From an optimization exercise on the open Yosys and OpenROAD flow, aimed at small area, a short achievable clock period and few clock cycles; shortcuts taken in it are not production practice.
Function was not checked in any run shown here: the RTL went through the layout flow alone.
Power and IR drop assume default switching activity.

[design/flow/design.v]
module addsub16 (
	input  logic [15:0] a,
	input  logic [15:0] bb,
	input  logic        sub,
	output logic [15:0] s,
	output logic        zero);    
	logic [15:0] g0, p0, g1, p1, g2, p2, g3, p3, g4;
	logic [15:0] c;
	assign g0 = (a & bb) | {15'b0, (a[0] ^ bb[0]) & sub};
	assign p0 = a ^ bb;
	genvar i;
	generate
		for (i = 0; i < 16; i = i + 1) begin : pfx
			if (i >= 1) begin
				assign g1[i] = g0[i] | (p0[i] & g0[i-1]);
				assign p1[i] = p0[i] & p0[i-1];
			end else begin
				assign g1[i] = g0[i];
				assign p1[i] = p0[i];
			end
			if (i >= 2) begin
				assign g2[i] = g1[i] | (p1[i] & g1[i-2]);
				assign p2[i] = p1[i] & p1[i-2];
			end else begin
				assign g2[i] = g1[i];
				assign p2[i] = p1[i];
			end
			if (i >= 4) begin
				assign g3[i] = g2[i] | (p2[i] & g2[i-4]);
				assign p3[i] = p2[i] & p2[i-4];
			end else begin
				assign g3[i] = g2[i];
				assign p3[i] = p2[i];
			end
			if (i >= 8) assign g4[i] = g3[i] | (p3[i] & g3[i-8]);
			else        assign g4[i] = g3[i];
		end
	endgenerate
	assign c = {g4[14:0], sub};
	assign s = p0 ^ c;
	assign zero = ~|(p0 ^ {a[14:0] | bb[14:0], sub});
endmodule
module pcadd (
	input  logic [9:0] pc,
	input  logic [7:0] d,
	output logic [9:0] pc_inc,
	output logic [9:0] pc_jmp);
	assign pc_inc = pc + 10'd1;
	assign pc_jmp = pc + {2'b00, d};
endmodule
module neg16 (
	input  logic [15:0] a,
	output logic [15:0] n);
	logic [15:0] lo;    
	genvar i;
	generate
		for (i = 0; i < 16; i = i + 1) begin : b
			if (i == 0) assign lo[i] = 1'b0;
			else        assign lo[i] = |a[i-1:0];
		end
	endgenerate
	assign n = a ^ lo;
endmodule
module simplecpu (
	input  logic        rst,
	input  logic        clk,
	output logic [9:0]  pc,
	input  logic [15:0] inst,
	output logic [7:0]  d_addr,
	output logic        d_wr,
	output logic [15:0] d_wdata,
	input  logic [15:0] d_rdata,
	output logic        halted);
	logic [9:0]   pc_q;
	logic         f_halt;             
	logic [255:0] regs;               
	logic [15:0]  valid;              
	logic [15:0]  nz;                 
	logic         r_we, r_st, r_ld, r_not, r_loc, r_sub, r_halt;
	logic [3:0]   r_pa, r_qa, r_wa;
	logic [7:0]   r_d;
	logic         x_we, x_st, x_ld, x_not, x_alu, x_loc, x_sub, x_halt;
	logic [3:0]   x_wa;
	logic [15:0]  x_a, x_b;
	logic [3:0]  op, ra;
	logic [7:0]  d;
	logic        is_jmp, is_jmz, is_halt, stall, taken, hold;
	logic        x_zero;              
	assign op = inst[15:12];
	assign ra = inst[11:8];
	assign d  = inst[7:0];
	assign is_halt = op[3];
	assign is_jmp  = (op == 4'h7);
	assign is_jmz  = (op == 4'h5);
	logic [15:0] zflag;
	logic        r_hit, x_hit, r_known, z_ra, pc_step;
	logic [9:0]  pc_inc, pc_jmp;
	assign zflag   = ~nz;
	assign r_hit   = r_we & (r_wa == ra);
	assign x_hit   = x_we & (x_wa == ra);
	assign r_known = r_loc & ~r_ld & ~r_not & ~r_st;           
	assign z_ra    = r_hit ? (r_d == 8'h00) : x_hit ? x_zero : zflag[ra];
	assign stall   = is_jmz & r_hit & ~r_known;
	assign taken   = is_jmp | (is_jmz & z_ra);
	assign hold    = f_halt | is_halt | stall;
	pcadd pcadd (.pc(pc_q), .d(d), .pc_inc(pc_inc), .pc_jmp(pc_jmp));
	always_ff @(posedge clk) begin
		if (rst) begin
			pc_q   <= '0;
			f_halt <= 1'b0;
		end else begin
			if (~hold) pc_q <= taken ? pc_jmp : pc_inc;
			if (is_halt) f_halt <= 1'b1;
		end
	end
	logic f_ok;
	assign f_ok = ~f_halt & ~op[3];
	always_ff @(posedge clk) begin
		if (rst) begin
			r_we   <= 1'b0;
			r_st   <= 1'b0;
			r_halt <= 1'b0;
		end else begin
			r_we   <= f_ok & (op == 4'h0 || op == 4'h2 || op == 4'h3 || op == 4'h4 || op == 4'h6);
			r_st   <= f_ok & (op == 4'h1);
			r_halt <= f_halt | is_halt;
		end
	end
	always_ff @(posedge clk) begin
		r_ld  <= (op[2:0] == 3'h0);
		r_not <= (op[2:0] == 3'h6);
		r_loc <= (op[2:0] == 3'h3) | (op[2:0] == 3'h0) | (op[2:0] == 3'h1) | (op[2:0] == 3'h6);
		r_sub <= (op[2:0] == 3'h4);
		r_pa  <= (op[2:0] == 3'h1) ? ra : inst[7:4];
		r_qa  <= inst[3:0];
		r_wa  <= ra;
		r_d   <= d;
	end
	logic [15:0] w_data;              
	logic [15:0] p_rd, q_rd;
	assign p_rd = valid[r_pa] ? regs[16*r_pa +: 16] : 16'h0000;
	assign q_rd = valid[r_qa] ? regs[16*r_qa +: 16] : 16'h0000;
	always_ff @(posedge clk) begin
		if (rst) begin
			x_we   <= 1'b0;
			x_st   <= 1'b0;
			x_halt <= 1'b0;
		end else begin
			x_we   <= r_we;
			x_st   <= r_st;
			x_halt <= r_halt;
		end
	end
	always_ff @(posedge clk) begin
		x_ld  <= r_ld;
		x_not <= r_not;
		x_loc <= r_loc & ~r_ld & ~r_not;
		x_alu <= ~r_loc;
		x_sub <= r_sub;
		x_wa  <= r_wa;
		x_a   <= (x_we && x_wa == r_pa) ? w_data : p_rd;
		x_b   <= r_loc ? {8'h00, r_d} : {16{r_sub}} ^ ((x_we && x_wa == r_qa) ? w_data : q_rd);
	end
	logic [15:0] sum, neg;
	logic sum_zero;
	addsub16 alu (.a(x_a), .bb(x_b), .sub(x_sub), .s(sum), .zero(sum_zero));
	neg16 negu (.a(d_rdata), .n(neg));
	assign w_data = ({16{x_alu}} & sum) | ({16{x_ld}} & d_rdata) |
	                ({16{x_not}} & neg) | ({16{x_loc}} & x_b);
	assign x_zero = x_alu ? sum_zero : (x_ld | x_not) ? (d_rdata == 16'h0000) : (x_b[7:0] == 8'h00);
	always_ff @(posedge clk) begin
		if (rst) begin
			valid <= '0;
			nz    <= '0;
		end else if (x_we) begin
			valid[x_wa] <= 1'b1;
			nz[x_wa]    <= ~x_zero;
		end
	end
	genvar g;
	generate
		for (g = 0; g < 16; g = g + 1) begin : rf
			always_ff @(posedge clk)
				if (x_we && x_wa == g) regs[16*g +: 16] <= w_data;
		end
	endgenerate
	assign pc      = pc_q;
	assign d_addr  = x_b[7:0];
	assign d_wr    = x_st;
	assign d_wdata = x_a;
	assign halted  = x_halt;
endmodule
[design/flow/flow/run.sh]
#!/bin/bash
# Standard ORFS layout (the standard.sh, synthesis unchanged), except that the
# input/output port buffers are sky130_fd_sc_hd__buf_2 cells instead of the default
# pick (a slow delay buffer). ORFS keeps each step's log under orfs/logs/; make's
# own output goes to standard.log here.
set -euo pipefail
bash standard.sh "BUFFER_PORTS_ARGS=-buffer_cell sky130_fd_sc_hd__buf_2" finish > standard.log 2>&1
[design/flow/standard.sh]
#!/bin/bash
# synth_recipe.tcl (not shown) runs the flow's synth.tcl, then flattens the netlist and writes it again
# the make line also repeats each setting of config.mk as NAME=value (left out here)
make -C /OpenROAD-flow-scripts/flow DESIGN_CONFIG=/design/flow/config.mk WORK_HOME=/design/flow/orfs CLKGATE_MAP_FILE= SYNTH_SCRIPT=/design/flow/synth_recipe.tcl "${@:-finish}"
[design/flow/config.mk]
export PLATFORM = sky130hd
export DESIGN_NAME = simplecpu
export DESIGN_NICKNAME = simplecpu
export VERILOG_FILES = /design/flow/design.v
export SDC_FILE = /design/flow/constraint.sdc
export NUM_CORES = 4
export LEC_CHECK = 0
export CAP_MARGIN = 20
export CORE_MARGIN = 2
export CORE_UTILIZATION = 40
export PLACE_DENSITY = 0.6
export SETUP_SLACK_MARGIN = 3.6
export SLEW_MARGIN = 20
export SYNTH_HIERARCHICAL = 1
[design/flow/constraint.sdc]
create_clock -name core_clock -period 7.0 [get_ports {clk}]
set_input_delay 1.4000 -clock core_clock [delete_from_list [all_inputs] [get_ports {clk}]]
set_output_delay 1.4000 -clock core_clock [all_outputs]
set_load 0.01 [all_outputs]
==> metrics.md, run 1 <==
| Metric | Value |
|---|---|
| Status | `no timing/DRC/antenna violations` |
| PD cells | `231 nW/um2` |
| Maximum VDD drop | `0.185 mV` |
| HPWL Detailed | `31200 um` |
| Top post-synthesis cells by area | `edfxtp_1 41%, mux4_2 18%, dfxtp_1 12%` |
| Starting Density | `0.406` |
| Multi-input logic area | `8420 um2` |
| Final Slew Violations | `0` |
| Max-cap violations | `0` |
| Nets | `1479` |
| P_sw | `1.20 mW` |
| Die Y | `221 um` |
| Post-synth cell types | `77` |
| Critical path required time | `7.42 ns` |
| Largest net degree at the start of global routing | `53` |
| FF/Latch Area | `9900 um2` |
| # diodes | `0` |
| Crit path DAT | `3.72 ns` |
| Wire per inst | `24.2 um` |
| Antenna violations before repair | `0` |
| Commonest non-fill, non-tap cells in the layout | `256 x edfxtp_1, 153 x mux4_2, 103 x dfxtp_1` |
| Final Power | `4.88 mW` |
| Async SR Flop Fraction | `0` |
| Min Tclk post-route | `3.30 ns` |
| Switching part of the total | `0.246` |
| Clock sink total | `366` |
| Yosys warns | `7` |
| ANT nets after route | `0` |
| Vias | `11.9k` |
| Sequential power share | `0.500` |
| Max Fclk | `303 MHz` |
| Num CTS Buffers | `38` |
| # H-tree levels | `2` |
| Rows | `79` |
| First-pass GRT wire length | `74600 um` |
| Clock Pin Slew Worst Setup and Hold Paths | `0.06 ns` |
| Area Overhead vs Synth | `12.0%` |
| Core Area | `46600 um2` |
| Worst Tran Pin Value | `1.05 ns` |
| Final Cycle Share | `0.471` |
| Pint | `3.68 mW` |
| Hold buffers post-CTS | `0` |
| PortBufs | `69` |
| Root Buffer | `clkbuf_16` |
| Hold Crit Class | `reg -> reg` |
| Critical path class | `reg -> reg` |
| Combinational fraction of design power | `0.103` |
| Post-synth EDFFs | `256` |
| GR Overflow Total | `0` |
| Ratio of cells with drive above 1 in the final layout | `0.282` |
| Drt first pass iters | `5` |
| Clock Skews | `0.0141 ns` |
| Post-synth top area cell | `edfxtp_1` |
| Max Buffers Root-to-Sink | `3` |
| Sequential-to-total area share from yosys stat | `0.523` |
| Synthesis-stage register bit count | `366` |
| Mapped Cells | `1349` |
| Syn Std Cell Area | `18900 um2` |
| Vias per cell | `5.88` |
| Final GP Congestion | `0.892` |
| Vias in the first global route | `11.9k` |
| Area share of the largest cell type after synthesis | `0.407` |
| Max-slew headroom | `0.296` |
| Final Hold Viols | `0` |
| Clk pwr share | `0.397` |
| Later-pin clock latency in the skew report | `0.54 ns` |
| Drt drc | `0` |
| Die X | `221 um` |
| Fillers | `4106` |
| Starting DRC count in detailed routing | `1240` |
| Commonest non-fill, non-tap cell in the layout | `edfxtp_1` |
| # setup viols final | `0` |
| Crit Path Max Fanout | `4` |
| GRT Util Overall | `0.199` |
| Routed Wire Length | `49100 um` |
| Critical Path Source Type | `flop` |
| TNS Setup | `0 ns` |
| Die area | `49000 um2` |
| RSZ-0062 raised after global routing | `yes` |
| Syn Area/Cell | `14.0 um2` |
| Main flop type after synthesis | `edfxtp_1` |
| CTS tree | `yes` |
| Io pins | `70` |
| Syn nets | `1433` |
| Leakage | `7.35 nW` |
| Endpoint type of the worst setup path | `flop` |
[synthesized netlist by cell type (all sizes together) (3+ instances only)]
library cell,n
edfxtp,256
mux4,153
dfxtp,110
inv,74
nor2,74
buf,64
nand2,61
a21oi,55
ha,47
xor2,45
xnor2,40
mux2i,35
nand3,35
clkbuf,34
o21ai,33
nor2b,19
a221oi,18
a22o,16
mux2,14
nor4,14
a22oi,12
and2,12
a221o,10
nor3,10
a211oi,8
a21o,8
nand2b,8
nand4,8
o22ai,8
a31o,5
nor3b,5
a32o,4
nand3b,4
o211ai,4
o32ai,4
or3,4
fa,3
nand4b,3
o21a,3
o31ai,3
or2,3
[flip-flops by register name, summed over array words and instances (netlist names), 4 cells and up]
register	count
regs	256
nz	16
valid	16
x_a	16
x_b	16
pc_q	10
r_d	8
r_pa	4
r_wa	4
x_wa	4
[modules after synthesis, one instance, submodules excluded]
module | cells inside | copies in the design | flops+latches | area [um2]
neg16 | 37 | 1 | 0 | 282
addsub16 | 179 | 1 | 0 | 1350
pcadd | 68 | 1 | 0 | 502
simplecpu | 1065 | 1 | 366 | 16800
[repair_timing]
| action | 4_1_cts | 5_1_grt |
|---|---|---|
| setup endpoints to repair | 83 | 111 |
| gates resized for setup | 14 | 19 |
| endpoints found under the hold margin | 0 | 0 |
| pin swaps | 0 | 2 |
| buffers inserted | 3 | 9 |
[power by group through the flow]
stage / Combinational (mW) / Sequential [mW] / Clock [mW]
floorplan: 0.380 / 2.44 / 0
global placement: 0.477 / 2.48 / 0
detailed placement: 0.484 / 2.48 / 0
CTS: 0.491 / 2.44 / 1.97
global route: 0.541 / 2.44 / 2.06
finish: 0.503 / 2.44 / 1.94
[worst max-delay path: stages (launching register included)]
cell	delay, ns
dfxtp_1	0.37
inv_1	0.09
fa_1	0.45
and2b_1	0.28
o2111ai_4	0.21
a21oi_4	0.26
nor2_1	0.10
a22o_1	0.21
a221oi_1	0.64
nand2_1	0.09
o21ai_1	0.13
xnor2_1	0.08
mux2_2	0.29
[stage by stage]
stage	worst slack, ns	cells	hold WS [ns]	util	area, um2
3_5_place_dp	3.01	1950	0.346	0.424	19800
4_1_cts	3.53	2023	0.357	0.451	21000
5_1_grt	3.59	2032	0.367	0.455	21200
6_report	3.70	2032	0.356	0.455	21200
2_1_floorplan	3.60	1349	0.329	-	18900
3_3_place_gp	3.02	1950	0.344	0.424	19800
[layer usage]
metal  global-route usage  vias to the layer above  share of wire
met4               0.0485                        0          0.020
li1                     -                     5292              -
met5                    0                        -              0
met2                0.340                      425           0.50
met1                0.269                     6161           0.42
met3               0.0283                       69          0.058
[cell families (layout without fill, tap and decap cells)]
logic type,Yosys count,after routing,synth area share
adders and majority gates,50,50,0.0343
AOI/OAI and AO/OA,204,204,0.0785
DFF,366,366,0.523
buffers and inverters,172,248,0.0412
muxes,202,202,0.209
and+or+nand+nor,270,270,0.0740
xor gates and xnor gates,85,85,0.0394
[final timing paths]
check / slack, ns / startpoint / endpoint / depth (start not counted)
worst max-delay path: 3.70 / x_a[0] / x_b[5] / 12
worst min-delay path: 0.36 / r_ld / x_ld / 0
worst min register to register: 0.36 / r_ld / x_ld / 0
worst max register to register: 3.70 / x_a[0] / x_b[5] / 12
[final cells by class]
type / instances / share of cell area
Inverter: 74 / 0.0132
Tap cell: 607 / 0.0359
Timing Repair Buffer: 104 / 0.0295
Clock buffer: 52 / 0.0489
Sequential cell: 366 / 0.468
Clock inverter: 18 / 0.00686
Multi-Input combinational cell: 811 / 0.398
==> run 2, diff against run 1 <==
--- a/design/flow/config.mk
+++ b/design/flow/config.mk
@@ -9,6 +9,6 @@
 export CORE_MARGIN = 2
 export CORE_UTILIZATION = 40
 export PLACE_DENSITY = 0.6
-export SETUP_SLACK_MARGIN = 3.6
+export SETUP_SLACK_MARGIN = 4.1
 export SLEW_MARGIN = 20
 export SYNTH_HIERARCHICAL = 1
==> run 2 against run 1 <==
Against the previous run:
- first-iteration DRC count decreased by 4.5%
- power increased by 6.1%
- non-clock buffer count increased by 27
- critical path depth decreased by 3
- sequential power about the same
- worst hold slack improved by 0.0056 ns
- largest cell class unchanged
- critical endpoint is now pc_q[0]
- global-route usage increased by 0.58 points
- via count increased by 1.9%
- setup slack improved by 0.28 ns
- still clean
- die area unchanged
- critical path type is now in -> reg
==> metrics.md, run 2 <==
| Metric | Value |
|---|---|
| Status | `no timing/DRC/antenna violations` |
| Final Power | `5.18 mW` |
| Top post-synthesis cells by area | `edfxtp_1 41%, mux4_2 18%, dfxtp_1 12%` |
| Hold Slack | `0.362 ns` |
| Async SR Flop Fraction | `0` |
| Leakage | `7.70 nW` |
| Vias per cell | `5.91` |
| Post-synth cell types | `77` |
| Routed Wire Length | `50600 um` |
| Commonest non-fill, non-tap cell in the layout | `edfxtp_1` |
| Wire per inst | `24.6 um` |
| Post-synth EDFFs | `256` |
| Crit Path Max Fanout | `10` |
| Critical path cell sequence | `buf_2, nor4_2, nand2_1, o31a_1, mux2i_2, o21a_2, nor3_4, buf_12, a221o_1` |
| Vias in the first global route | `12.1k` |
| Drt first pass iters | `5` |
| Io pins | `70` |
| Die area | `49000 um2` |
| Max Buffers Root-to-Sink | `3` |
| Clock Pin Slew Worst Setup and Hold Paths | `0.06 ns` |
| Syn nets | `1433` |
| Area Overhead vs Synth | `17.1%` |
| Drt drc | `0` |
| Register with the most flip-flops | `regs` |
| Vias | `12.2k` |
| Post-Place Cell Area | `19900 um2` |
| PD cells | `234 nW/um2` |
| # H-tree levels | `2` |
| Final Hold Viols | `0` |
| Largest family of logic cells by synthesized area | `multiplexers` |
| Critical Path Source Type | `primary input` |
| Clk pwr share | `0.419` |
| # setup viols final | `0` |
| Slowest-stage cell, CP | `nor4_2` |
| Switching part of the total | `0.238` |
| Clock sink total | `366` |
| Final Slew Violations | `0` |
| Nets | `1506` |
| Largest net degree at the start of global routing | `51` |
| Synthesis-stage register bit count | `366` |
| Mapped Cells | `1349` |
| Max-slew headroom | `0.174` |
| Yosys warns | `7` |
| Pint | `3.94 mW` |
| Core Area | `46600 um2` |
| Antenna violations before repair | `0` |
| First-pass GRT wire length | `76600 um` |
| P_sw | `1.23 mW` |
| Area share of and/or/nand/nor cells after synthesis | `0.0740` |
| Worst Tran Pin Value | `1.24 ns` |
| Endpoint type of the worst setup path | `flop` |
| Min Tclk post-route | `3.02 ns` |
| Crit path DAT | `3.46 ns` |
| GRT Util Overall | `0.205` |
| Mux contribution to synthesized area | `0.209` |
| Rows | `79` |
| Final core occ | `0.475` |
| Num CTS Buffers | `38` |
| Final Cycle Share | `0.432` |
| RSZ-0062 raised after global routing | `yes` |
| Max Fclk | `331 MHz` |
| HPWL Detailed | `31800 um` |
| Critical path required time | `7.43 ns` |
| Max-cap violations | `0` |
| Area share of fa/ha/maj cells after synthesis | `0.0343` |
| TNS Setup | `0 ns` |
| Die X | `221 um` |
| Clock Skews | `0.0162 ns` |
| Starting Density | `0.406` |
| Later-pin clock latency in the skew report | `0.54 ns` |
| Commonest cells in the netlist | `256 x edfxtp_1, 153 x mux4_2, 110 x dfxtp_1` |
| Critical path's largest stage delay | `0.42 ns` |
| Final GP Congestion | `0.860` |
| Syn Std Cell Area | `18900 um2` |
| Die Y | `221 um` |
| Hold Crit Class | `reg -> reg` |
| Post-synth top area cell | `edfxtp_1` |
| Post-route cell area | `22100 um2` |
| Sequential-to-total area share from yosys stat | `0.523` |
| Most frequent cell after synthesis | `edfxtp_1` |
| Area share of the largest cell type after synthesis | `0.407` |
| Commonest non-fill, non-tap cells in the layout | `256 x edfxtp_1, 153 x mux4_2, 82 x dfxtp_1` |
| Syn Area/Cell | `14.0 um2` |
| Hold buffers post-CTS | `0` |
| Main flop type after synthesis | `edfxtp_1` |
| Max reg flops | `256` |
| Sequential power share | `0.473` |
| ANT nets after route | `0` |
| Complex-gate fraction of the synthesized area | `0.0785` |
| Combinational fraction of design power | `0.109` |
| PortBufs | `69` |
| Starting DRC count in detailed routing | `1184` |
| XOR/XNOR share of the synthesized area | `0.0394` |
| Root Buffer | `clkbuf_16` |
| Fillers | `3999` |
| # diodes | `0` |
| CTS tree | `yes` |
| Maximum VDD drop | `0.150 mV` |
| Critical path class | `in -> reg` |
| Ratio of cells with drive above 1 in the final layout | `0.355` |
| GR Overflow Total | `0` |
[run 2: power groups by stage]
stage | combinational [mW] | clock (mW) | sequential (mW)
finish | 0.563 | 2.17 | 2.45
global route | 0.603 | 2.29 | 2.45
CTS | 0.533 | 2.20 | 2.44
detailed placement | 0.478 | 0 | 2.50
global placement | 0.472 | 0 | 2.50
floorplan | 0.390 | 0 | 2.44
[run 2: final cells by class]
| type | instances | area, um2 | share of cell area |
|---|---|---|---|
| clock buffer | 47 | 1070 | 0.0483 |
| clock inverter | 23 | 280 | 0.0127 |
| inverter | 74 | 313 | 0.0141 |
| multi-input combinational | 811 | 8840 | 0.399 |
| sequential | 366 | 9940 | 0.449 |
| tap | 607 | 759 | 0.0343 |
| timing repair buffer | 131 | 922 | 0.0417 |
[run 2: worst paths after layout]
check	from	end	slack (ns)	depth (start not counted)
setup / recovery	d_rdata[11]	pc_q[0]	3.98	9
hold / removal	r_wa[0]	x_wa[0]	0.36	0
setup reg to reg	x_b[4]	pc_q[0]	4.00	12
hold reg to reg	r_wa[0]	x_wa[0]	0.36	0
[run 2: modules after synthesis (local to each module, per instance)]
module | flops+latches | times used
addsub16 | 0 | 1
simplecpu | 366 | 1
neg16 | 0 | 1
pcadd | 0 | 1
[run 2: worst max-delay path: cells and delay by family]
| family | cells | cell delay, ns |
|---|---|---|
| AOI/OAI and AO/OA | 3 | 0.91 |
| muxes | 1 | 0.26 |
| buffers and inverters | 2 | 0.28 |
| and+or+nand+nor | 3 | 0.60 |
[run 2: logic make-up after synthesis]
family,Yosys count
xor gates and xnor gates,85
DFF,366
buffers and inverters,172
adders and majority gates,50
muxes,202
AOI/OAI and AO/OA,204
and+or+nand+nor,270
[run 2: stage by stage]
step	cells	setup WS, ns
2_1_floorplan	1349	3.80
3_3_place_gp	1950	3.30
3_5_place_dp	1950	3.27
4_1_cts	2043	4.08
5_1_grt	2059	3.89
6_report	2059	3.98
[run 2: timing repair]
action                                 in CTS  in global routing
setup endpoints to repair                 297                201
endpoints found under the hold margin       0                  0
resized for setup                          79                 50
buffers inserted                           23                 16
pin swaps                                  22                 24
[run 2: routing by layer]
layer  GRT usage  wire (um)
met5           0          0
met2       0.338      24300
met4      0.0498       1130
met1       0.289      22500
met3      0.0267       2720
==> run 3, diff against run 2 <==
--- a/design/flow/config.mk
+++ b/design/flow/config.mk
@@ -8,6 +8,8 @@
 export CAP_MARGIN = 20
 export CORE_MARGIN = 2
 export CORE_UTILIZATION = 40
+export CTS_BUF_LIST = sky130_fd_sc_hd__clkbuf_8
+export CTS_CLUSTER_SIZE = 30
 export PLACE_DENSITY = 0.6
 export SETUP_SLACK_MARGIN = 4.1
 export SLEW_MARGIN = 20
==> run 3 against run 2 <==
Against the previous run:
- via count grew 0.98%
- largest power group unchanged
- sequential power is essentially flat
- still clean on timing, DRC and antenna
- clock power shrank 9.7%
- non-clock buffer count shrank 2
- highest routed layer unchanged
- synthesized cell count is the same
- clock skew grew 0.010 ns
==> metrics.md, run 3 <==
| Metric | Value |
|---|---|
| Status | `no timing/DRC/antenna violations` |
| Min Tclk post-route | `3.02 ns` |
| Clock Pin Slew Worst Setup and Hold Paths | `0.07 ns` |
| Commonest non-fill, non-tap cell in the layout | `edfxtp_1` |
| Final GP Congestion | `0.860` |
| GR Overflow Total | `0` |
| Post-Place Cell Area | `19900 um2` |
| # setup viols final | `0` |
| Syn nets | `1433` |
| Post-synth top area cell | `edfxtp_1` |
| Most frequent cell after synthesis | `edfxtp_1` |
| Area Overhead vs Synth | `16.5%` |
| Max-slew headroom | `0.195` |
| Starting DRC count in detailed routing | `1170` |
| HPWL Detailed | `31800 um` |
| Io pins | `70` |
| Wire per inst | `24.3 um` |
| ANT nets after route | `0` |
| Critical Path Source Type | `primary input` |
| Syn Std Cell Area | `18900 um2` |
| Rows | `79` |
| Max Buffers Root-to-Sink | `3` |
| Final Hold Viols | `0` |
| Cells after DPL | `1950` |
| Hold Slack | `0.360 ns` |
| Vias per cell | `5.86` |
| Clock sink total | `366` |
| Multi-input logic area | `8840 um2` |
| Largest net degree at the start of global routing | `51` |
| Register with the most flip-flops | `regs` |
| Num CTS Buffers | `58` |
| Routed Wire Length | `50900 um` |
| Max-cap violations | `0` |
| Die X | `221 um` |
| Vias in the first global route | `12.2k` |
| Commonest cells in the netlist | `256 x edfxtp_1, 153 x mux4_2, 110 x dfxtp_1` |
| Final Slew Violations | `0` |
| Synthesis-stage register bit count | `366` |
| Async SR Flop Fraction | `0` |
| Antenna violations before repair | `2` |
| Hold Crit Class | `reg -> reg` |
| Post-route cell area | `22000 um2` |
| TNS Setup | `0 ns` |
| Fillers | `4052` |
| Later-pin clock latency in the skew report | `0.63 ns` |
| Top post-synthesis cells by area | `edfxtp_1 41%, mux4_2 18%, dfxtp_1 12%` |
| Max Fclk | `331 MHz` |
| Nets | `1524` |
| RSZ-0062 raised after global routing | `yes` |
| Syn Area/Cell | `14.0 um2` |
| Starting Density | `0.406` |
| First-pass GRT wire length | `76700 um` |
| Leakage | `7.70 nW` |
| # H-tree levels | `2` |
| GRT Util Overall | `0.205` |
| Vias | `12.3k` |
| Area share of the largest cell type after synthesis | `0.407` |
| Max reg flops | `256` |
| Post-Place Setup Slack | `3.27 ns` |
| Crit path DAT | `3.52 ns` |
| Commonest non-fill, non-tap cells in the layout | `256 x edfxtp_1, 153 x mux4_2, 84 x dfxtp_1` |
| Yosys warns | `7` |
| Final core occ | `0.473` |
| Main flop type after synthesis | `edfxtp_1` |
| PortBufs | `69` |
| Clock Skews | `0.0262 ns` |
| PD cells | `226 nW/um2` |
| Maximum VDD drop | `0.196 mV` |
| Post-synth cell types | `77` |
| Post-synth EDFFs | `256` |
| Ratio of cells with drive above 1 in the final layout | `0.361` |
| Drt drc | `0` |
| Final Power | `4.97 mW` |
| Drt first pass iters | `7` |
| Final Cycle Share | `0.432` |
| Critical path required time | `7.50 ns` |
| Critical path class | `in -> reg` |
| Die Y | `221 um` |
| Mapped Cells | `1349` |
| Fin cells | `2096` |
| CTS tree | `yes` |
| Core Area | `46600 um2` |
| Slack of the critical path | `3.98 ns` |
| Hold buffers post-CTS | `0` |
| Worst Tran Pin Value | `1.21 ns` |
| Crit Path Max Fanout | `10` |
| Sequential-to-total area share from yosys stat | `0.523` |
| Endpoint type of the worst setup path | `flop` |
| FF/Latch Area | `9940 um2` |
| Root Buffer | `clkbuf_8` |
| Die area | `49000 um2` |
run 3: changes by cell type in the layout (fill, tap and decap cells not counted), sizes merged:
cell    change
buf         -3
inv         +5
clkinv     +15
diode       +2
clkbuf     +17
bufinv      +1
run 3: cell families (layout without fill, tap and decap cells):
kind of cell               after synthesis  after routing  share of synthesized area
AOI/OAI and AO/OA                      204            204                     0.0785
xor gates and xnor gates                85             85                     0.0394
adders and majority gates               50             50                     0.0343
buffers and inverters                  172            310                     0.0412
DFF                                    366            366                      0.523
muxes                                  202            202                      0.209
other                                    0              2                          0
and+or+nand+nor                        270            270                     0.0740
run 3: power breakdown:
group	total [mW]	internal (mW)	switching, mW	leakage [nW]
Clock	1.96	1.09	0.868	0.666
Sequential	2.45	2.38	0.0700	3.25
Combinational	0.566	0.257	0.309	3.79
run 3: final cells by class:
class                      count  area share
multi-input combinational    811       0.401
antenna                        2    0.000227
inverter                      74      0.0142
tap                          607      0.0345
clock buffer                  63      0.0394
clock inverter                44      0.0173
timing repair buffer         129      0.0417
sequential                   366       0.451
run 3: critical path: stages:
cell	delay (ns)
buf_2	0.14
nor4_1	0.56
nand2_1	0.15
o31a_1	0.34
mux2i_2	0.25
o21a_2	0.18
nor3_4	0.05
buf_12	0.14
a221o_1	0.31
run 3: final timing paths:
| check | start | slack, ns | to | cells past startpoint |
|---|---|---|---|---|
| worst max-delay path | d_rdata[11] | 3.98 | pc_q[3] | 9 |
| worst max register to register | x_b[0] | 4.01 | regs[207] | 12 |
| worst min register to register | r_wa[2] | 0.36 | x_wa[2] | 0 |
| worst min-delay path | r_wa[2] | 0.36 | x_wa[2] | 0 |
run 3: metal layers:
metal,global-route usage,up-vias,share of wire
li1,-,5407,-
met1,0.288,6318,0.43
met2,0.333,494,0.48
met3,0.0284,72,0.065
met4,0.0550,0,0.022
met5,0,-,0
run 3: per-module statistics from Yosys, one instance, submodules excluded:
module	flip-flops and latches	cells inside	area (um2)
simplecpu	366	1065	16800
neg16	0	37	282
pcadd	0	68	502
addsub16	0	179	1350
run 3: repair_timing:
action,in CTS,in global routing
resized for setup,73,49
cloned,0,1
buffers inserted,23,13
pin swaps,14,17
setup endpoints to repair,282,192
==> run 4, diff against run 3 <==
--- a/design/flow/config.mk
+++ b/design/flow/config.mk
@@ -8,9 +8,8 @@
 export CAP_MARGIN = 20
 export CORE_MARGIN = 2
 export CORE_UTILIZATION = 40
-export CTS_BUF_LIST = sky130_fd_sc_hd__clkbuf_8
-export CTS_CLUSTER_SIZE = 30
+export CTS_BUF_LIST = sky130_fd_sc_hd__clkbuf_4
 export PLACE_DENSITY = 0.6
-export SETUP_SLACK_MARGIN = 4.1
+export SETUP_SLACK_MARGIN = 3.6
 export SLEW_MARGIN = 20
 export SYNTH_HIERARCHICAL = 1
==> run 4 against run 3 <==
Against the previous run:
- combinational power fell by 11%
- die area did not move
- global-route usage fell by 0.15 points
- largest cell class unchanged
==> metrics.md, run 4 <==
| Metric | Value |
|---|---|
| Max Fclk | `307 MHz` |
| Crit path DAT | `3.92 ns` |
| Hold Slack | `0.360 ns` |
| # H-tree levels | `3` |
| Hold buffers post-CTS | `0` |
| Max Buffers Root-to-Sink | `3` |
| Final Slew Violations | `0` |
| Hold Startpoint | `r_ld` |
| TNS Setup | `0 ns` |
| Slack of the critical path | `3.74 ns` |
| Rows | `79` |
| Max reg flops | `256` |
| Async SR Flop Fraction | `0` |
| First-pass GRT wire length | `75700 um` |
| ANT nets after route | `0` |
| Die area | `49000 um2` |
| Synthesis-stage register bit count | `366` |
| Area Overhead vs Synth | `11.8%` |
| Final Cycle Share | `0.465` |
| Nets | `1534` |
| # setup viols final | `0` |
| Core Area | `46600 um2` |
| Final Power | `4.70 mW` |
| GR Overflow Total | `0` |
| Wire per inst | `23.4 um` |
| Num CTS Buffers | `92` |
| PD cells | `223 nW/um2` |
| Post-synth EDFFs | `256` |
| Mapped Cells | `1349` |
| Setup crit start | `x_a[0]` |
| Drt drc | `0` |
| Antenna violations before repair | `2` |
| Commonest non-fill, non-tap cells in the layout | `256 x edfxtp_1, 153 x mux4_2, 131 x clkbuf_4` |
| Critical Path Source Type | `flop` |
| Critical path required time | `7.66 ns` |
| Worst R2R End | `x_b[6]` |
| Clock Pin Slew Worst Setup and Hold Paths | `0.08 ns` |
| PortBufs | `69` |
| Hold Crit Class | `reg -> reg` |
| Die X | `221 um` |
| Clock sink total | `366` |
| Area share of the largest cell type after synthesis | `0.407` |
| Io pins | `70` |
| Post-route cell area | `21100 um2` |
| Clock Skews | `0.0519 ns` |
| Starting DRC count in detailed routing | `1216` |
| Leakage | `7.46 nW` |
| Vias in the first global route | `12.4k` |
| Top post-synthesis cells by area | `edfxtp_1 41%, mux4_2 18%, dfxtp_1 12%` |
| CP endpoint | `x_b[6]` |
| HPWL Detailed | `31200 um` |
| Worst Tran Pin Value | `1.09 ns` |
| FF-to-FF setup slack | `3.74 ns` |
| Most frequent cell after synthesis | `edfxtp_1` |
| Yosys warns | `7` |
| Vias per cell | `5.75` |
| RSZ-0062 raised after global routing | `yes` |
| Endpoint type of the worst setup path | `flop` |
| Fillers | `4169` |
| Commonest non-fill, non-tap cell in the layout | `edfxtp_1` |
| Die Y | `221 um` |
| Main flop type after synthesis | `edfxtp_1` |
| CTS tree | `yes` |
| Crit Path Max Fanout | `4` |
| Later-pin clock latency in the skew report | `0.81 ns` |
| Ratio of cells with drive above 1 in the final layout | `0.322` |
| Maximum VDD drop | `0.153 mV` |
| Reg2reg start | `x_a[0]` |
| Vias | `12.2k` |
| Critical path class | `reg -> reg` |
| Max-cap violations | `0` |
| Sequential-to-total area share from yosys stat | `0.523` |
| Post-Place Setup Slack | `3.01 ns` |
| Final GP Congestion | `0.892` |
| Min Tclk post-route | `3.26 ns` |
| Syn Area/Cell | `14.0 um2` |
| Post-Place Cell Area | `19800 um2` |
| Syn Std Cell Area | `18900 um2` |
| GRT Util Overall | `0.203` |
| Post-synth top area cell | `edfxtp_1` |
| Final Hold Viols | `0` |
| Drt first pass iters | `5` |
| Root Buffer | `clkbuf_4` |
| Starting Density | `0.406` |
| Reg2Reg Depth | `13` |
| Status | `no timing/DRC/antenna violations` |
| Syn nets | `1433` |
| Post-synth cell types | `77` |
| Routed Wire Length | `49800 um` |
| Register with the most flip-flops | `regs` |
| Largest net degree at the start of global routing | `53` |
| Max-slew headroom | `0.270` |
| Commonest cells in the netlist | `256 x edfxtp_1, 153 x mux4_2, 110 x dfxtp_1` |
[run 4: worst min path at each step]
stage	endpoint	slack, ns	cells after the start
floorplan	x_sub	0.33	0
global placement	x_not	0.34	0
detailed placement	x_ld	0.35	0
CTS	x_ld	0.36	0
global route	x_ld	0.37	0
finish	x_ld	0.36	0
[run 4: critical path: stages, from the launching register on]
cell      delay (ns)
dfxtp_1         0.36
inv_1           0.09
fa_1            0.45
fa_1            0.46
nor2b_4         0.19
o31ai_4         0.09
nand2_1         0.10
xor2_1          0.09
a22o_1          0.20
a221oi_1        0.50
nand2_1         0.10
o21ai_1         0.12
xnor2_1         0.09
mux2_2          0.30
[run 4: repair_timing]
item                       CTS  global route
setup endpoints to repair   72           121
pin swaps                    0             2
gates resized for setup     11            20
setup buffers                3            10
cloned                       0             0
[run 4: kinds of logic after synthesis]
logic type / synth area share
adders and majority gates: 0.0343
DFF: 0.523
and+or+nand+nor: 0.0740
AOI/OAI and AO/OA: 0.0785
muxes: 0.209
buffers and inverters: 0.0412
xor gates and xnor gates: 0.0394
[run 4: stage by stage]
step                utilization  std cells
CTS                       0.450       2113
floorplan                     -       1349
global route              0.454       2125
detailed placement        0.424       1950
global placement          0.424       1950
finish                    0.454       2126
[run 4: per-module statistics from Yosys (local to each module, per instance)]
module,cells inside,flops+latches,copies in the design,area (um2)
simplecpu,1065,366,1,16800
neg16,37,0,1,282
addsub16,179,0,1,1350
pcadd,68,0,1,502
[run 4: power breakdown]
group          switching, mW  internal, mW  total (mW)
clock                  0.863         0.899        1.76
sequential            0.0615          2.38        2.44
combinational          0.287         0.215       0.502
total                   1.21          3.49        4.70
[run 4: layout make-up]
cell class	count	area (um2)	area share
clock buffer	131	983	0.0466
sequential	366	9900	0.469
antenna	3	7.51	0.000355
timing repair buffer	105	632	0.0299
multi-input combinational	811	8400	0.398
inverter	74	280	0.0133
clock inverter	29	154	0.00729
tap	607	759	0.0360
[run 4: metal layers]
| layer | track usage | vias up | part of all wire |
|---|---|---|---|
| li1 | - | 5464 | - |
| met1 | 0.265 | 6266 | 0.42 |
| met2 | 0.342 | 431 | 0.50 |
| met3 | 0.0360 | 68 | 0.058 |
| met4 | 0.0699 | 0 | 0.020 |
| met5 | 0 | - | 0 |
==> run 5, diff against run 4 <==
--- a/design/flow/design.v
+++ b/design/flow/design.v
@@ -61,6 +61,13 @@
 	endgenerate
 	assign n = a ^ lo;
 endmodule
+module mux16 (
+	input  logic        s,
+	input  logic [15:0] a,
+	input  logic [15:0] b,
+	output logic [15:0] o);
+	assign o = s ? a : b;
+endmodule
 module simplecpu (
 	input  logic        rst,
 	input  logic        clk,
@@ -78,6 +85,7 @@
 	logic [15:0]  nz;                 
 	logic         r_we, r_st, r_ld, r_not, r_loc, r_sub, r_halt;
 	logic [3:0]   r_pa, r_qa, r_wa;
+	logic         r_afwd, r_bfwd;     
 	logic [7:0]   r_d;
 	logic         x_we, x_st, x_ld, x_not, x_alu, x_loc, x_sub, x_halt;
 	logic [3:0]   x_wa;
@@ -133,6 +141,8 @@
 		r_sub <= (op[2:0] == 3'h4);
 		r_pa  <= (op[2:0] == 3'h1) ? ra : inst[7:4];
 		r_qa  <= inst[3:0];
+		r_afwd <= r_we & (r_wa == ((op[2:0] == 3'h1) ? ra : inst[7:4]));
+		r_bfwd <= r_we & (r_wa == inst[3:0]) & ~((op[2:0] == 3'h3) | (op[2:0] == 3'h0) | (op[2:0] == 3'h1) | (op[2:0] == 3'h6));
 		r_wa  <= ra;
 		r_d   <= d;
 	end
@@ -140,6 +150,10 @@
 	logic [15:0] p_rd, q_rd;
 	assign p_rd = valid[r_pa] ? regs[16*r_pa +: 16] : 16'h0000;
 	assign q_rd = valid[r_qa] ? regs[16*r_qa +: 16] : 16'h0000;
+	logic [15:0] a_nxt, b_nxt, b_rd;
+	assign b_rd = r_loc ? {8'h00, r_d} : {16{r_sub}} ^ q_rd;
+	mux16 amux (.s(r_afwd), .a(w_data), .b(p_rd), .o(a_nxt));
+	mux16 bmux (.s(r_bfwd), .a(w_data ^ {16{r_sub}}), .b(b_rd), .o(b_nxt));
 	always_ff @(posedge clk) begin
 		if (rst) begin
 			x_we   <= 1'b0;
@@ -158,8 +172,8 @@
 		x_alu <= ~r_loc;
 		x_sub <= r_sub;
 		x_wa  <= r_wa;
-		x_a   <= (x_we && x_wa == r_pa) ? w_data : p_rd;
-		x_b   <= r_loc ? {8'h00, r_d} : {16{r_sub}} ^ ((x_we && x_wa == r_qa) ? w_data : q_rd);
+		x_a   <= a_nxt;
+		x_b   <= b_nxt;
 	end
 	logic [15:0] sum, neg;
 	logic sum_zero;
--- a/design/flow/config.mk
+++ b/design/flow/config.mk
@@ -8,8 +8,7 @@
 export CAP_MARGIN = 20
 export CORE_MARGIN = 2
 export CORE_UTILIZATION = 40
-export CTS_BUF_LIST = sky130_fd_sc_hd__clkbuf_4
 export PLACE_DENSITY = 0.6
-export SETUP_SLACK_MARGIN = 3.6
+export SETUP_SLACK_MARGIN = 4.1
 export SLEW_MARGIN = 20
 export SYNTH_HIERARCHICAL = 1
==> run 5 against run 4 <==
Against the previous run:
- clock power up 11%
- count of clock-buffer cells in the layout is 84 lower
- synthesized cell count shrank 2.2%
- die area is 1.4% higher
- clock skew down 0.032 ns
- non-clock buffer count rose by 15
- via count down 3.4%
- critical path type unchanged
- flip-flop and latch count grew 2
- fmax is 14% higher
- critical path depth shrank 3
- global-route usage decreased by 0.71 points
==> metrics.md, run 5 <==
| Metric | Value |
|---|---|
| Status | `no timing/DRC/antenna violations` |
| Crit path buffers/inverters | `1` |
| Slowest-stage cell, CP | `dfxtp_1` |
| CTS tree | `yes` |
| Post-Place Cell Area | `20100 um2` |
| Synthesis-stage register bit count | `368` |
| Worst R2R End | `pc_q[2]` |
| Yosys warns | `7` |
| Nets | `1476` |
| Cells after DPL | `1938` |
| Max-cap violations | `0` |
| Final Hold Viols | `0` |
| Most frequent cell after synthesis | `edfxtp_1` |
| Die X | `223 um` |
| CP top delay family | `compound AO/OA/AOI/OAI gates` |
| # setup viols final | `0` |
| Max reg flops | `256` |
| Critical Path Source Type | `flop` |
| TNS Setup | `0 ns` |
| HPWL Detailed | `31000 um` |
| Syn Std Cell Area | `19200 um2` |
| Vias per cell | `5.80` |
| FF-to-FF setup slack | `4.14 ns` |
| Reg2Reg Depth | `10` |
| Commonest non-fill, non-tap cell in the layout | `edfxtp_1` |
| Core Area | `47500 um2` |
| Vias | `11.8k` |
| Die Y | `223 um` |
| RSZ-0062 raised after global routing | `yes` |
| Worst Tran Pin Value | `1.03 ns` |
| Endpoint, Worst Hold | `x_ld` |
| M3 GR Usage | `0.0291` |
| GR Util met2 | `0.340` |
| # H-tree levels | `2` |
| Post-synth cell types | `71` |
| Syn nets | `1403` |
| Async SR Flop Fraction | `0` |
| Critical path's largest stage delay | `0.41 ns` |
| Post-route cell area | `22000 um2` |
| Slack of the critical path | `4.14 ns` |
| Register with the most flip-flops | `regs` |
| Area share of the largest cell type after synthesis | `0.401` |
| Wire per inst | `24.1 um` |
| Top post-synthesis cells by area | `edfxtp_1 40%, mux4_2 20%, dfxtp_1 12%` |
| Drt first pass iters | `7` |
| Starting DRC count in detailed routing | `1099` |
| Drt drc | `0` |
| Endpoint type of the worst setup path | `flop` |
| Crit Path Max Fanout | `6` |
| Reg2reg start | `x_a[13]` |
| Final Cycle Share | `0.409` |
| Hold Startpoint | `r_ld` |
| First-pass GRT wire length | `73300 um` |
| Final Power | `5.15 mW` |
| Area Overhead vs Synth | `15.0%` |
| WHS Path Cells | `0` |
| Final Slew Violations | `0` |
| Die area | `49700 um2` |
| Clock sink total | `368` |
| Ratio of cells with drive above 1 in the final layout | `0.352` |
| Crit path DAT | `3.28 ns` |
| Starting Density | `0.403` |
| Final core occ | `0.463` |
| Vias in the first global route | `11.9k` |
| PortBufs | `69` |
| Mapped Cells | `1319` |
| Hold Slack | `0.362 ns` |
| Critical path class | `reg -> reg` |
| Critical path cell sequence | `inv_1, ha_2, xor2_2, nand4_1, nor4_2, a32oi_1, o21ai_2, a31oi_4, a31o_4, a221o_1` |
| # diodes | `0` |
| Met1 Track Usage GR | `0.255` |
| Min Tclk post-route | `2.86 ns` |
| Syn Area/Cell | `14.5 um2` |
| ANT nets after route | `0` |
| Routed Wire Length | `49000 um` |
| Num CTS Buffers | `39` |
| Later-pin clock latency in the skew report | `0.55 ns` |
| Fillers | `4083` |
| FF/Latch Area | `9970 um2` |
| Largest net degree at the start of global routing | `67` |
| Clock Pin Slew Worst Setup and Hold Paths | `0.06 ns` |
| GR Overflow Total | `0` |
| Fin cells | `2036` |
| Clock Skews | `0.0200 ns` |
| Hold Crit Class | `reg -> reg` |
| Max-slew headroom | `0.316` |
| Main flop type after synthesis | `edfxtp_1` |
| Commonest cells in the netlist | `256 x edfxtp_1, 168 x mux4_2, 112 x dfxtp_1` |
| Io pins | `70` |
| Post-synth EDFFs | `256` |
| Max Fclk | `350 MHz` |
| Rows | `80` |
| Maximum VDD drop | `0.141 mV` |
| Antenna violations before repair | `0` |
| Critical path depth | `10` |
| Sequential-to-total area share from yosys stat | `0.518` |
| Critical path required time | `7.42 ns` |
| Final GP Congestion | `0.903` |
| Root Buffer | `clkbuf_16` |
| Multi-input logic area | `9000 um2` |
| Global routing's busiest layer | `met2` |
| Commonest non-fill, non-tap cells in the layout | `256 x edfxtp_1, 172 x mux4_2, 93 x dfxtp_1` |
| Post-Place Setup Slack | `2.91 ns` |
| Leakage | `7.66 nW` |
| Post-synth top area cell | `edfxtp_1` |
| GRT Util Overall | `0.196` |
| Max Buffers Root-to-Sink | `3` |
| PD cells | `234 nW/um2` |
run 5: cell types whose count changed after synthesis, moves of 19 or more:
cell	change
nand3_1	-19
xor2_1	+22
mux2i_1	-28
a22oi_1	+32
mux2_4	+20
nand2_1	+24
run 5: kinds of logic after synthesis:
family          Yosys count  share of synthesized area
flops                   368                      0.518
simple gates            290                     0.0745
buf+inv                 147                     0.0364
compound gates          145                     0.0573
mux                     217                      0.233
fa+ha+maj                50                     0.0338
xor+xnor                102                     0.0466
run 5: timing repair:
| item | CTS | global route |
|---|---|---|
| buffers inserted | 12 | 15 |
| gates cloned | 1 | 0 |
| hold buffers | 0 | 0 |
| resized for setup | 40 | 61 |
| pin swaps | 8 | 23 |
| setup endpoints to repair | 112 | 138 |
run 5: per-module statistics from Yosys (local to each module, per instance):
module | cells | copies in the design
addsub16 | 179 | 1
pcadd | 71 | 1
neg16 | 37 | 1
mux16 | 18 | 2
simplecpu | 996 | 1
run 5: power breakdown:
group / internal, mW / switching [mW]
logic: 0.320 / 0.405
clock network: 1.10 / 0.841
registers: 2.42 / 0.0608
run 5: final cells by class:
type | instances | share of cell area
well taps | 615 | 0.0349
clock inverters | 23 | 0.00664
repair buffers | 120 | 0.0396
clock buffers | 47 | 0.0476
multi-input cells | 805 | 0.408
inverters | 58 | 0.0107
flip-flops and latches | 368 | 0.452
run 5: how the worst max path moves through the flow:
stage,start,end,slack (ns)
after floorplan,inst[8],pc_q[9],3.70
after global placement,d_rdata[11],pc_q[5],2.93
after detailed placement,d_rdata[11],pc_q[7],2.91
after CTS,x_b[0],x_b[13],4.04
after global routing,x_b[10],nz[10],4.03
final,x_a[13],pc_q[2],4.14
run 5: worst reg2reg max path, delay by kind of cell (launching register included):
family	cells	cell delay, ns
buf+inv	1	0.07
fa+ha+maj	1	0.42
simple gates	2	0.45
compound gates	5	1.15
xor+xnor	1	0.25
flops	1	0.41
run 5: routing by layer:
| layer | up-vias | share of wire |
|---|---|---|
| met5 | - | 0 |
| met4 | 0 | 0.022 |
| met3 | 67 | 0.062 |
| met2 | 432 | 0.50 |
| met1 | 6098 | 0.41 |
| li1 | 5219 | - |
==> run 6, diff against run 5 <==
--- a/design/flow/config.mk
+++ b/design/flow/config.mk
@@ -9,6 +9,6 @@
 export CORE_MARGIN = 2
 export CORE_UTILIZATION = 40
 export PLACE_DENSITY = 0.6
-export SETUP_SLACK_MARGIN = 4.1
+export SETUP_SLACK_MARGIN = 4.5
 export SLEW_MARGIN = 20
 export SYNTH_HIERARCHICAL = 1
==> run 6 against run 5 <==
Against the previous run:
- still clean on timing, DRC and antenna
- largest power group unchanged
- highest routed layer unchanged
- first-iteration DRC count is 6.8% higher
- sequential power barely moved
- largest cell class unchanged
- wire length grew 5.3%
==> metrics.md, run 6 <==
| Metric | Value |
|---|---|
| Vias per cell | `5.85` |
| PortBufs | `69` |
| Pint | `4.03 mW` |
| Fillers | `3934` |
| Synthesis-stage register bit count | `368` |
| Syn nets | `1403` |
| Commonest non-fill, non-tap cells in the layout | `256 x edfxtp_1, 172 x mux4_2, 68 x nand2_1` |
| Antenna violations before repair | `1` |
| Die X | `223 um` |
| Min Tclk post-route | `2.83 ns` |
| Die Y | `223 um` |
| Hold buffers post-CTS | `0` |
| Vias | `12.2k` |
| Register with the most flip-flops | `regs` |
| Worst Tran Pin Value | `1.03 ns` |
| Clock Skews | `0.0175 ns` |
| Num CTS Buffers | `37` |
| Syn Area/Cell | `14.5 um2` |
| Max-cap violations | `0` |
| Syn Std Cell Area | `19200 um2` |
| Clock sink total | `368` |
| Leakage | `8.20 nW` |
| Sequential-to-total area share from yosys stat | `0.518` |
| Commonest cells in the netlist | `256 x edfxtp_1, 168 x mux4_2, 112 x dfxtp_1` |
| Max Fclk | `353 MHz` |
| Max reg flops | `256` |
| TNS Setup | `0 ns` |
| Cells after DPL | `1936` |
| Die area | `49700 um2` |
| Final Slew Violations | `0` |
| Status | `no timing/DRC/antenna violations` |
| # diodes | `0` |
| Io pins | `70` |
| Sequential power share | `0.464` |
| Post-synth top area cell | `edfxtp_1` |
| Combinational fraction of design power | `0.159` |
| RSZ-0062 raised after global routing | `yes` |
| Post-Place Setup Slack | `3.17 ns` |
| Largest net degree at the start of global routing | `52` |
| Post-synth EDFFs | `256` |
| Yosys warns | `7` |
| CTS tree | `yes` |
| Drt drc | `0` |
| Most frequent cell after synthesis | `edfxtp_1` |
| Area share of the largest cell type after synthesis | `0.401` |
| ANT nets after route | `0` |
| Crit path DAT | `3.25 ns` |
| Ratio of cells with drive above 1 in the final layout | `0.430` |
| Max-slew headroom | `0.313` |
| # setup viols final | `0` |
| Routed Wire Length | `51700 um` |
| P_sw | `1.34 mW` |
| Maximum VDD drop | `0.169 mV` |
| Main flop type after synthesis | `edfxtp_1` |
| Fin cells | `2088` |
| Drt first pass iters | `5` |
| Root Buffer | `clkbuf_16` |
| Later-pin clock latency in the skew report | `0.54 ns` |
| Final Hold Viols | `0` |
| Crit Path Max Fanout | `6` |
| Max Buffers Root-to-Sink | `3` |
| Top post-synthesis cells by area | `edfxtp_1 40%, mux4_2 20%, dfxtp_1 12%` |
| Vias in the first global route | `12.3k` |
| Mapped Cells | `1319` |
| Critical path class | `in -> reg` |
| Area Overhead vs Synth | `22.2%` |
| Final Cycle Share | `0.404` |
| Final GP Congestion | `0.863` |
| Slack of the critical path | `4.17 ns` |
| Clk pwr share | `0.377` |
| Nets | `1529` |
| Core Area | `47500 um2` |
| Clock Pin Slew Worst Setup and Hold Paths | `0.06 ns` |
| Final Power | `5.37 mW` |
| Endpoint type of the worst setup path | `flop` |
| Rows | `80` |
| Switching part of the total | `0.250` |
| PD cells | `229 nW/um2` |
| Async SR Flop Fraction | `0` |
| HPWL Detailed | `31200 um` |
| # H-tree levels | `2` |
| First-pass GRT wire length | `76100 um` |
| Hold Crit Class | `reg -> reg` |
| Critical path required time | `7.42 ns` |
| Critical Path Source Type | `primary input` |
| GRT Util Overall | `0.204` |
| Commonest non-fill, non-tap cell in the layout | `edfxtp_1` |
| Hold Startpoint | `r_ld` |
| Starting DRC count in detailed routing | `1174` |
| Wire per inst | `24.7 um` |
| Reg2reg start | `x_b[0]` |
| Hold Slack | `0.348 ns` |
| Post-synth cell types | `71` |
| GR Overflow Total | `0` |
| Starting Density | `0.403` |
| Setup crit start | `inst[8]` |
## run 6: per-module statistics from Yosys (local to each module, per instance)
module	cells inside	copies in the design
addsub16	179	1
simplecpu	996	1
pcadd	71	1
mux16	18	2
neg16	37	1
## run 6: layout make-up
class / instances / area, um2 / share of cell area
flip-flops and latches: 368 / 10000 / 0.429
multi-input cells: 805 / 9440 / 0.403
well taps: 615 / 769 / 0.0329
repair buffers: 175 / 1690 / 0.0722
clock inverters: 13 / 140 / 0.00598
inverters: 58 / 243 / 0.0104
clock buffers: 54 / 1090 / 0.0467
## run 6: worst paths after layout
check / cells after the start / endpoint / slack, ns
worst min register to register: 0 / x_ld / 0.35
worst max register to register: 12 / x_b[14] / 4.19
worst max-delay path: 7 / pc_q[0] / 4.17
worst min-delay path: 0 / x_ld / 0.35
## run 6: through the flow
step           cell area [um2]  utilization
6_report                 23400        0.492
5_1_grt                  23400        0.492
4_1_cts                  22900        0.482
3_5_place_dp             20200        0.425
3_3_place_gp             20200        0.425
2_1_floorplan            19300            -
## run 6: power groups by stage
stage	clock network, mW	registers [mW]	logic (mW)
floorplan	0	2.49	0.488
global placement	0	2.54	0.623
detailed placement	0	2.54	0.632
CTS	2.06	2.49	0.804
global route	2.14	2.49	0.913
finish	2.02	2.49	0.856
## run 6: worst max-delay path, stage by stage
cell      delay (ns)
buf_12          0.09
mux4_2          0.48
nand3b_1        0.10
nand4_1         0.13
or3b_4          0.44
a31o_4          0.28
a221o_1         0.32
## run 6: kinds of logic after synthesis
group | after synthesis | share of synthesized area
compound gates | 145 | 0.0573
xor+xnor | 102 | 0.0466
fa+ha+maj | 50 | 0.0338
buf+inv | 147 | 0.0364
flops | 368 | 0.518
mux | 217 | 0.233
simple gates | 290 | 0.0745
## run 6: metal layers
metal / track usage / wire length (um) / vias to the layer above
met2: 0.351 / 25800 / 501
met5: 0 / 0 / -
met3: 0.0349 / 3780 / 111
met1: 0.263 / 20400 / 6274
met4: 0.0699 / 1730 / 0
li1: - / - / 5327
## run 6: what timing repair did
action	in CTS	in global routing
endpoints found under the setup margin	272	267
gates cloned	3	4
hold endpoints to repair	0	0
pin swaps	47	36
setup buffers	59	19
gates resized for setup	192	73
==> run 7, diff against run 6 <==
--- a/design/flow/design.v
+++ b/design/flow/design.v
@@ -68,6 +68,16 @@
 	output logic [15:0] o);
 	assign o = s ? a : b;
 endmodule
+module rdmux (
+	input  logic [255:0] regs,
+	input  logic [15:0]  sel,
+	output logic [15:0]  o);
+	always_comb begin
+		o = '0;
+		for (int r = 0; r < 16; r++)
+			o = o | (regs[16*r +: 16] & {16{sel[r]}});
+	end
+endmodule
 module simplecpu (
 	input  logic        rst,
 	input  logic        clk,
@@ -84,7 +94,8 @@
 	logic [15:0]  valid;              
 	logic [15:0]  nz;                 
 	logic         r_we, r_st, r_ld, r_not, r_loc, r_sub, r_halt;
-	logic [3:0]   r_pa, r_qa, r_wa;
+	logic [3:0]   r_wa;
+	logic [15:0]  r_psel, r_qsel;     
 	logic         r_afwd, r_bfwd;     
 	logic [7:0]   r_d;
 	logic         x_we, x_st, x_ld, x_not, x_alu, x_loc, x_sub, x_halt;
@@ -121,6 +132,8 @@
 			if (is_halt) f_halt <= 1'b1;
 		end
 	end
+	logic [15:0] valid_nxt;
+	assign valid_nxt = valid | ({15'h0000, x_we} << x_wa);
 	logic f_ok;
 	assign f_ok = ~f_halt & ~op[3];
 	always_ff @(posedge clk) begin
@@ -139,8 +152,8 @@
 		r_not <= (op[2:0] == 3'h6);
 		r_loc <= (op[2:0] == 3'h3) | (op[2:0] == 3'h0) | (op[2:0] == 3'h1) | (op[2:0] == 3'h6);
 		r_sub <= (op[2:0] == 3'h4);
-		r_pa  <= (op[2:0] == 3'h1) ? ra : inst[7:4];
-		r_qa  <= inst[3:0];
+		r_psel <= valid_nxt & (16'h0001 << ((op[2:0] == 3'h1) ? ra : inst[7:4]));
+		r_qsel <= valid_nxt & (16'h0001 << inst[3:0]);
 		r_afwd <= r_we & (r_wa == ((op[2:0] == 3'h1) ? ra : inst[7:4]));
 		r_bfwd <= r_we & (r_wa == inst[3:0]) & ~((op[2:0] == 3'h3) | (op[2:0] == 3'h0) | (op[2:0] == 3'h1) | (op[2:0] == 3'h6));
 		r_wa  <= ra;
@@ -148,8 +161,8 @@
 	end
 	logic [15:0] w_data;              
 	logic [15:0] p_rd, q_rd;
-	assign p_rd = valid[r_pa] ? regs[16*r_pa +: 16] : 16'h0000;
-	assign q_rd = valid[r_qa] ? regs[16*r_qa +: 16] : 16'h0000;
+	rdmux pmux (.regs(regs), .sel(r_psel), .o(p_rd));
+	rdmux qmux (.regs(regs), .sel(r_qsel), .o(q_rd));
 	logic [15:0] a_nxt, b_nxt, b_rd;
 	assign b_rd = r_loc ? {8'h00, r_d} : {16{r_sub}} ^ q_rd;
 	mux16 amux (.s(r_afwd), .a(w_data), .b(p_rd), .o(a_nxt));
--- a/design/flow/config.mk
+++ b/design/flow/config.mk
@@ -9,6 +9,6 @@
 export CORE_MARGIN = 2
 export CORE_UTILIZATION = 40
 export PLACE_DENSITY = 0.6
-export SETUP_SLACK_MARGIN = 4.5
+export SETUP_SLACK_MARGIN = 4.1
 export SLEW_MARGIN = 20
 export SYNTH_HIERARCHICAL = 1
==> run 7 against run 6 <==
Against the previous run:
- still clean
- combinational power shrank 58%
- power shrank 3.6%
- synthesized area is essentially flat
- cell count grew 7.9%
- count of clock-buffer cells in the layout is the same
- flip-flop and latch count grew 28
- critical path type unchanged
- largest cell class unchanged
==> metrics.md, run 7 <==
| Metric | Value |
|---|---|
| Status | `no timing/DRC/antenna violations` |
| Min Tclk post-route | `2.88 ns` |
| Num CTS Buffers | `41` |
| HPWL Detailed | `38100 um` |
| Critical Path Source Type | `primary input` |
| Main flop type after synthesis | `edfxtp_1` |
| Die X | `223 um` |
| Final Power | `5.18 mW` |
| Nets | `1690` |
| Root Buffer | `clkbuf_16` |
| Reg2Reg Depth | `12` |
| GRT Util Overall | `0.230` |
| Hold buffers post-CTS | `0` |
| # H-tree levels | `2` |
| First-pass GRT wire length | `85800 um` |
| Endpoint type of the worst setup path | `flop` |
| Critical path class | `in -> reg` |
| CTS tree | `yes` |
| Post-synth cell types | `71` |
| Die Y | `223 um` |
| GR Overflow Total | `0` |
| # diodes | `0` |
| Sequential-to-total area share from yosys stat | `0.548` |
| Worst R2R End | `x_b[13]` |
| Synthesis-stage register bit count | `396` |
| Drt first pass iters | `5` |
| Clock Skews | `0.0221 ns` |
| Hold Startpoint | `r_not` |
| Hold Crit Class | `reg -> reg` |
| Mapped Cells | `1572` |
| Yosys warns | `8` |
| Post-synth top area cell | `edfxtp_1` |
| Combinational fraction of design power | `0.069` |
| PD cells | `240 nW/um2` |
| Crit path DAT | `3.31 ns` |
| ANT nets after route | `0` |
| Max-cap violations | `0` |
| Clk pwr share | `0.429` |
| Area share of the largest cell type after synthesis | `0.402` |
| Max Fclk | `347 MHz` |
| Sequential power share | `0.502` |
| Ratio of cells with drive above 1 in the final layout | `0.194` |
| Leakage | `7.58 nW` |
| Max Buffers Root-to-Sink | `3` |
| PortBufs | `69` |
| Vias per cell | `6.23` |
| Critical path required time | `7.42 ns` |
| Final Cycle Share | `0.412` |
| Area Overhead vs Synth | `12.6%` |
| RSZ-0062 raised after global routing | `yes` |
| Maximum VDD drop | `0.162 mV` |
| Most frequent cell after synthesis | `edfxtp_1` |
| Commonest non-fill, non-tap cell in the layout | `edfxtp_1` |
| Vias in the first global route | `13.5k` |
| Largest net degree at the start of global routing | `41` |
| Final GP Congestion | `0.849` |
| Wire per inst | `25.9 um` |
| P_sw | `1.19 mW` |
| Routed Wire Length | `58400 um` |
| Async SR Flop Fraction | `0` |
| Antenna violations before repair | `1` |
| Syn nets | `1656` |
| Syn Std Cell Area | `19100 um2` |
| Max-slew headroom | `0.196` |
| Switching part of the total | `0.230` |
| Final core occ | `0.454` |
| Pint | `3.99 mW` |
| Max reg flops | `256` |
| Io pins | `70` |
| Syn Area/Cell | `12.2 um2` |
| # setup viols final | `0` |
| Top post-synthesis cells by area | `edfxtp_1 40%, dfxtp_1 15%, a22o_1 5.9%` |
| Starting Density | `0.403` |
| Rows | `80` |
| Drt drc | `0` |
| FF-to-FF setup slack | `4.13 ns` |
| Core Area | `47400 um2` |
| Clock sink total | `396` |
| Starting DRC count in detailed routing | `1580` |
| Vias | `14.0k` |
| Final Hold Viols | `0` |
| Reg2reg start | `x_b[3]` |
| WHS Path Cells | `0` |
| Hold Slack | `0.366 ns` |
| Fillers | `4374` |
| Crit Path Max Fanout | `6` |
| Worst Tran Pin Value | `1.20 ns` |
| TNS Setup | `0 ns` |
| Die area | `49600 um2` |
| Register with the most flip-flops | `regs` |
| Post-synth EDFFs | `256` |
| Clock Pin Slew Worst Setup and Hold Paths | `0.06 ns` |
| Endpoint, Worst Hold | `x_not` |
| Commonest non-fill, non-tap cells in the layout | `256 x edfxtp_1, 132 x dfxtp_1, 129 x a22o_1` |
| Final Slew Violations | `0` |
| Commonest cells in the netlist | `256 x edfxtp_1, 140 x dfxtp_1, 129 x a22o_1` |
| Later-pin clock latency in the skew report | `0.55 ns` |
run 7: per-stage QoR:
step,setup slack (ns),cells,cell area [um2]
CTS,4.10,2241,21400
finish,4.12,2252,21600
detailed placement,3.38,2149,19700
global route,4.03,2252,21600
global placement,3.42,2149,19700
floorplan,3.88,1572,19300
run 7: worst max-delay path by stage:
stage,start,to,slack (ns)
2_1_floorplan,d_rdata[1],x_b[9],3.88
3_3_place_gp,d_rdata[1],x_b[9],3.42
3_5_place_dp,d_rdata[1],x_b[9],3.38
4_1_cts,rst,pc_q[2],4.10
5_1_grt,x_a[8],x_b[15],4.03
6_report,d_rdata[9],x_b[15],4.12
run 7: critical path, stage by stage:
cell	delay [ns]
buf_2	0.17
nor4_1	0.58
nand4_1	0.20
xor2_1	0.18
a22oi_1	0.21
nand2_2	0.11
xor2_1	0.15
mux2_2	0.29
run 7: timing repair:
item / 4_1_cts / 5_1_grt
pin swaps: 15 / 16
setup endpoints to repair: 144 / 69
setup buffers: 18 / 10
resized for setup: 30 / 32
run 7: cell families after synthesis:
| kind of cell | after synthesis | share of synthesized area |
|---|---|---|
| simple gates | 356 | 0.0966 |
| fa+ha+maj | 50 | 0.0339 |
| buf+inv | 194 | 0.0576 |
| xor+xnor | 101 | 0.0462 |
| compound gates | 429 | 0.185 |
| mux | 46 | 0.0328 |
| flops | 396 | 0.548 |
run 7: layer usage:
layer / GRT usage / wire, um / vias to the layer above / part of all wire
met5: 0 / 13 / - / 0.00022
met4: 0.0875 / 2150 / 2 / 0.037
met3: 0.0344 / 5210 / 112 / 0.089
met2: 0.349 / 25600 / 711 / 0.44
met1: 0.332 / 25400 / 7016 / 0.44
li1: - / - / 6188 / -
run 7: layout make-up:
class / instances / area (um2) / share of cell area
clock buffer: 54 / 1120 / 0.0518
clock inverter: 20 / 235 / 0.0109
inverter: 68 / 273 / 0.0127
multi-input combinational: 982 / 7930 / 0.368
sequential: 396 / 10500 / 0.487
tap: 615 / 769 / 0.0357
timing repair buffer: 117 / 737 / 0.0342
run 7: power groups by stage:
stage	clock, mW	combinational (mW)	sequential, mW
2_1_floorplan	0	0.241	2.61
3_3_place_gp	0	0.319	2.65
3_5_place_dp	0	0.324	2.65
4_1_cts	2.24	0.347	2.60
5_1_grt	2.34	0.390	2.60
6_report	2.22	0.359	2.60
run 7: Yosys stat by module, one instance, submodules excluded:
| module | flip-flops and latches | times used | area (um2) |
|---|---|---|---|
| addsub16 | 0 | 1 | 1350 |
| simplecpu | 396 | 1 | 13500 |
| mux16 | 0 | 2 | 249 |
| rdmux | 0 | 2 | 1480 |
| neg16 | 0 | 1 | 282 |
| pcadd | 0 | 1 | 531 |

-- port drivers added, routing unchanged --
The results above use ideal ports. As a check the final layouts listed here were re-extracted and re-timed, cells and wires unchanged.
Step 1: set_driving_cell puts a clkbuf_16 on clk and a buf_2 on each other input, an assumption about the parent block.
Step 2, shift: input delay + t, output delay - t, t = (earliest + latest rising clock arrival at the registers) / 2. This alone moves slack from input paths to output paths.
a / b / c = ideal / step 1 / step 2; a / b = the first two.
| run | shift t [ns] | setup slack, ns | hold WS [ns] | worst data-port slew with drivers (ns) | pins driven straight from the clock port |
|---|---|---|---|---|---|
| run 1 | 0.593 | 3.700 / 3.700 / 3.248 | 0.356 / 0.356 / 0.356 | 0.05 | 1 |
| run 2 | 0.591 | 3.976 / 3.990 / 3.399 | 0.362 / 0.362 / 0.362 | 0.06 | 1 |
| run 3 | 0.665 | 3.978 / 3.983 / 3.318 | 0.360 / 0.360 / 0.360 | 0.07 | 1 |
| run 4 | 0.830 | 3.742 / 3.742 / 3.223 | 0.360 / 0.360 / 0.360 | 0.05 | 1 |
| run 5 | 0.600 | 4.140 / 4.140 / 3.562 | 0.362 / 0.362 / 0.362 | 0.05 | 1 |
| run 6 | 0.588 | 4.170 / 4.165 / 3.577 | 0.348 / 0.348 / 0.348 | 0.07 | 1 |
| run 7 | 0.587 | 4.115 / 4.134 / 3.562 | 0.366 / 0.366 / 0.366 | 0.06 | 1 |
After both steps setup and hold are still met in every run listed. The setup slack of run 3, which loses most, moves by +0.005 ns with the drivers and by -0.660 ns with both steps.
